Context: an optimization exercise on an open-source flow, tuned for small area, a short achievable clock period and few clock cycles. The choices shown serve that exercise and are no tape-out recipe. At most, simulation tests tie the RTL to the original design; equivalence was not proved. The flow treats the clock pin as an ideal source. Dropping or thinning the clock tree relies on that and would not hold on a real chip. Power is estimated from default activity; no workload was simulated.

== v6 ==
Design rv_top, start of the top module:
module rv_top (
    input               clk_i,
    input               rst_ni,
    output logic [31:0] addr_o,
    input        [31:0] instr_i,
    input        [31:0] data_i,
    output logic        data_we_o,
    output logic [31:0] data_o,
    output logic [31:0] data_addr_o
);
For scale: about 1200 flip-flops, about 160 I/O pins, ~53000 um^2 of cells after synthesis.
==> flow/config.mk <==
export PLATFORM = sky130hd
export DESIGN_NAME = rv_top
export DESIGN_NICKNAME = rv_top
export VERILOG_FILES = /design/flow/design.v
export SDC_FILE = /design/flow/constraint.sdc
export NUM_CORES = 8
export LEC_CHECK = 0
export CAP_MARGIN = 20
export CORE_MARGIN = 2
export CORE_UTILIZATION = 40
export SETUP_SLACK_MARGIN = 0.5
export SLEW_MARGIN = 20
export SYNTH_HIERARCHICAL = 1
export SYNTH_MINIMUM_KEEP_SIZE = 0
==> flow/constraint.sdc <==
create_clock -name core_clock -period 12.0 [get_ports {clk_i}]
set_input_delay 2.4000 -clock core_clock [delete_from_list [all_inputs] [get_ports {clk_i}]]
set_output_delay 2.4000 -clock core_clock [all_outputs]
set_load 0.01 [all_outputs]
standard.sh (not shown) runs the stock make flow with config.mk's settings and CLKGATE_MAP_FILE= SYNTH_SCRIPT=/design/flow/synth_recipe.tcl, a recipe that flattens the netlist after the stock synthesis.
==> flow/flow/run.sh <==
#!/bin/bash
# Layout flow: the standard flow (standard.sh: ORFS synthesis through
# final layout, unchanged constraints), with these settings changed:
#  - repair_timing is asked for a larger setup margin, so it keeps improving
#    paths beyond the 12 ns clock (the SDC and the clock are unchanged);
#  - clock tree synthesis clusters up to 25 flip-flops per leaf buffer and
#    inserts no dummy loads, which makes a smaller tree;
#  - flow/cts_hook.tcl removes the tree's root buffer, so the clock port
#    drives the four first-level buffers directly.
# Each tool's output goes to the ORFS logs under orfs/logs/; the make output
# goes to standard.log in this folder.
set -e
bash standard.sh \
  SETUP_SLACK_MARGIN=8.7 \
  "CTS_ARGS=-sink_clustering_enable -repair_clock_nets -dont_use_dummy_load -buf_list sky130_fd_sc_hd__clkbuf_16 -sink_clustering_size 25 -sink_clustering_max_diameter 100" \
  PRE_CTS_TCL=$PWD/flow/cts_hook.tcl \
  finish > standard.log 2>&1
==> flow/flow/cts_hook.tcl <==
rename clock_tree_synthesis orig_clock_tree_synthesis
proc clock_tree_synthesis { args } {
  orig_clock_tree_synthesis {*}$args
  set block [ord::get_db_block]
  set port [$block findBTerm clk_i]
  if { $port == "NULL" } { puts "cts_hook: no clk_i port"; return }
  set pnet [$port getNet]
  set pins [$pnet getITerms]
  if { [llength $pins] != 1 } {
    puts "cts_hook: clk_i drives [llength $pins] pins, tree left as built"
    return
  }
  set root [[lindex $pins 0] getInst]
  set onet ""
  foreach it [$root getITerms] {
    if { [$it isOutputSignal] } { set onet [$it getNet] }
  }
  if { $onet == "" || $onet == "NULL" } { puts "cts_hook: root has no output net"; return }
  set loads {}
  foreach it [$onet getITerms] {
    if { [$it getInst] != $root } { lappend loads $it }
  }
  if { [llength $loads] > 4 || [llength $loads] == 0 || [llength [$onet getBTerms]] > 0 } {
    puts "cts_hook: root [$root getName] drives [llength $loads] pins, tree left as built"
    return
  }
  foreach it $loads {
    puts "cts_hook: [[$it getInst] getName] now driven by clk_i"
    $it disconnect
    $it connect $pnet
  }
  puts "cts_hook: removed root buffer [$root getName] ([[$root getMaster] getName])"
  odb::dbInst_destroy $root
  odb::dbNet_destroy $onet
}
--- input diff v6..v7 ---
--- a/flow/design.v
+++ b/flow/design.v
@@ -461,45 +461,45 @@
         );
     end
     assign o = ~&n;
 endmodule
 module regfile #(
     parameter int NA = 2,
     parameter int NB = 3
 ) (
     input               clk_i,
-    input        [ 4:0] ra_a_i,
-    input               mask_a_i,
+    input        [ 3:0] lo_a_i,
+    input        [ 7:0] hi_a_i,
     input        [NA-1:0]      xa_en_i,
     input        [NA-1:0][31:0] xa_i,
     output logic [31:0] rd_a_o,
-    input        [ 4:0] ra_b_i,
-    input               mask_b_i,
+    input        [ 3:0] lo_b_i,
+    input        [ 7:0] hi_b_i,
     input        [NB-1:0]      xb_en_i,
     input        [NB-1:0][31:0] xb_i,
     output logic [31:0] rd_b_o,
     input        [ 4:0] wa_i,
     input        [31:0] wd_i,
     input               we_i
 );
     logic [31:0] reg_array [31:1];
     for (genvar i = 1; i < 32; i++) begin : g_reg
         always_ff @(posedge clk_i) begin
             if (we_i && (wa_i == 5'(i))) begin
                 reg_array[i] <= wd_i;
             end
         end
     end
     logic [31:1] sel_a, sel_b;
     always_comb begin
         for (int i = 1; i < 32; i++) begin
-            sel_a[i] = (ra_a_i == 5'(i)) & ~mask_a_i;
-            sel_b[i] = (ra_b_i == 5'(i)) & ~mask_b_i;
+            sel_a[i] = lo_a_i[i % 4] & hi_a_i[i / 4];
+            sel_b[i] = lo_b_i[i % 4] & hi_b_i[i / 4];
         end
     end
     for (genvar b = 0; b < 32; b++) begin : g_bit
         logic [31:1] col;
         for (genvar i = 1; i < 32; i++) begin : g_col
             assign col[i] = reg_array[i][b];
         end
         logic [NA-1:0] xa_b;
         logic [NB-1:0] xb_b;
@@ -601,24 +601,38 @@
         pc_f <= next_f;
     end
     always_ff @(posedge clk_i) begin
         if (!rst_ni) begin
             v_d <= 1'b0;
         end else begin
             v_d <= ~redir_e & ~stall_d;
         end
     end
+    logic       byp_a_f, byp_b_f, imm_f;
+    logic [3:0] lo_a_d, lo_b_d;
+    logic [7:0] hi_a_d, hi_b_d;
+    assign byp_a_f = v_e & wr_e & (rd_e == instr_i[19:15]);
+    assign byp_b_f = v_e & wr_e & (rd_e == instr_i[24:20]);
+    assign imm_f   = ~instr_i[5] | instr_i[2];            
     always_ff @(posedge clk_i) begin
         ir_d    <= instr_i;
         pc_d    <= pc_f;
-        byp_a_d <= v_e & wr_e & (rd_e == instr_i[19:15]);
-        byp_b_d <= v_e & wr_e & (rd_e == instr_i[24:20]);
-        imm_d   <= ~instr_i[5] | instr_i[2];              
+        byp_a_d <= byp_a_f;
+        byp_b_d <= byp_b_f;
+        imm_d   <= imm_f;
+        for (int i = 0; i < 4; i++) begin
+            lo_a_d[i] <= (instr_i[16:15] == 2'(i));
+            lo_b_d[i] <= (instr_i[21:20] == 2'(i));
+        end
+        for (int i = 0; i < 8; i++) begin
+            hi_a_d[i] <= (instr_i[19:17] == 3'(i)) & ~byp_a_f;
+            hi_b_d[i] <= (instr_i[24:22] == 3'(i)) & ~byp_b_f & ~imm_f;
+        end
     end
     logic [6:0] op_d;
     logic [4:0] rs1_d, rs2_d, rd_d;
     logic [2:0] f3_d;
     assign op_d  = ir_d[6:0];
     assign rd_d  = ir_d[11:7];
     assign f3_d  = ir_d[14:12];
     assign rs1_d = ir_d[19:15];
     assign rs2_d = ir_d[24:20];
@@ -634,25 +648,25 @@
     assign use1_d = ~is_lui_d;
     assign use2_d = op_d[5] & ~op_d[2];                
     logic [31:0] immb_d;
     assign immb_d = is_lui_d ? {ir_d[31:12], 12'b0} : {{20{ir_d[31]}}, ir_d[31:20]};
     logic [31:0] wb_data;
     logic [31:0] a_d, b_d;
     assign wb_data = ld_m ? data_i : res_m;
     regfile #(.NA(2), .NB(3)) u_regfile (
         .clk_i    ( clk_i                ),
-        .ra_a_i   ( rs1_d                ),
-        .mask_a_i ( byp_a_d              ),
+        .lo_a_i   ( lo_a_d               ),
+        .hi_a_i   ( hi_a_d               ),
         .xa_en_i  ( {byp_a_d & ld_m, byp_a_d & ~ld_m} ),
         .xa_i     ( {data_i, res_m}      ),
         .rd_a_o   ( a_d                  ),
-        .ra_b_i   ( rs2_d                ),
-        .mask_b_i ( byp_b_d | imm_d      ),
+        .lo_b_i   ( lo_b_d               ),
+        .hi_b_i   ( hi_b_d               ),
         .xb_en_i  ( {byp_b_d & ~imm_d & ld_m, byp_b_d & ~imm_d & ~ld_m, imm_d} ),
         .xb_i     ( {data_i, res_m, immb_d} ),
         .rd_b_o   ( b_d                  ),
         .wa_i     ( rd_m                 ),
         .wd_i     ( wb_data              ),
         .we_i     ( wr_m                 )
     );
     assign jmp_d = is_br_d & (rs1_d == rs2_d);
     assign tgt_d = pc_d + {ir_d[7], ir_d[30:25], ir_d[11:8]};
==> results.txt <==
- v7 against v6: total power after layout has increased, routed via count divided by cell count has decreased, number of distinct standard cells referenced by the synthesized netlist has increased.
- As far as starting density of the core is concerned, v7 and v6 perform about the same.
- Summary of v7 over v6: register-to-register slack has increased, wire length on met2 rose by about 4%, highest net fanout along the worst path saw a decrease, number of cells produced by synthesis +16.
Testbench counts of v7, summed over its fixed seeds: cycles 62,844.
No functional check of the RTL was part of v6.

[what the ideal ports hide]
The results above use ideal ports. As a check the final layouts listed here were re-extracted and re-timed, cells and wires unchanged. Step 1, drivers: a clkbuf_16 drives clk_i and a buf_2 each remaining input, both assumed. Step 2 times the ports against the registers' clock, not the clock port: input delays grow and output delays shrink by t, the midpoint of the rising clock arrivals with the driver on. a / b / c = ideal ports / drivers / drivers and shift; a / b = the first two.
run | t, ns | setup slack, ns | worst setup path after step 2 | worst register clock-pin slew, ns
v6 | 0.639 | 8.486 / 8.362 / 7.961 | input to register | 0.11 / 0.11
v7 | 0.642 | 8.474 / 8.309 / 8.026 | input to register | 0.11 / 0.11
After both steps every run listed still meets setup and hold. The setup slack of v6, which loses most, moves by -0.124 ns with the drivers and by -0.525 ns with both steps.
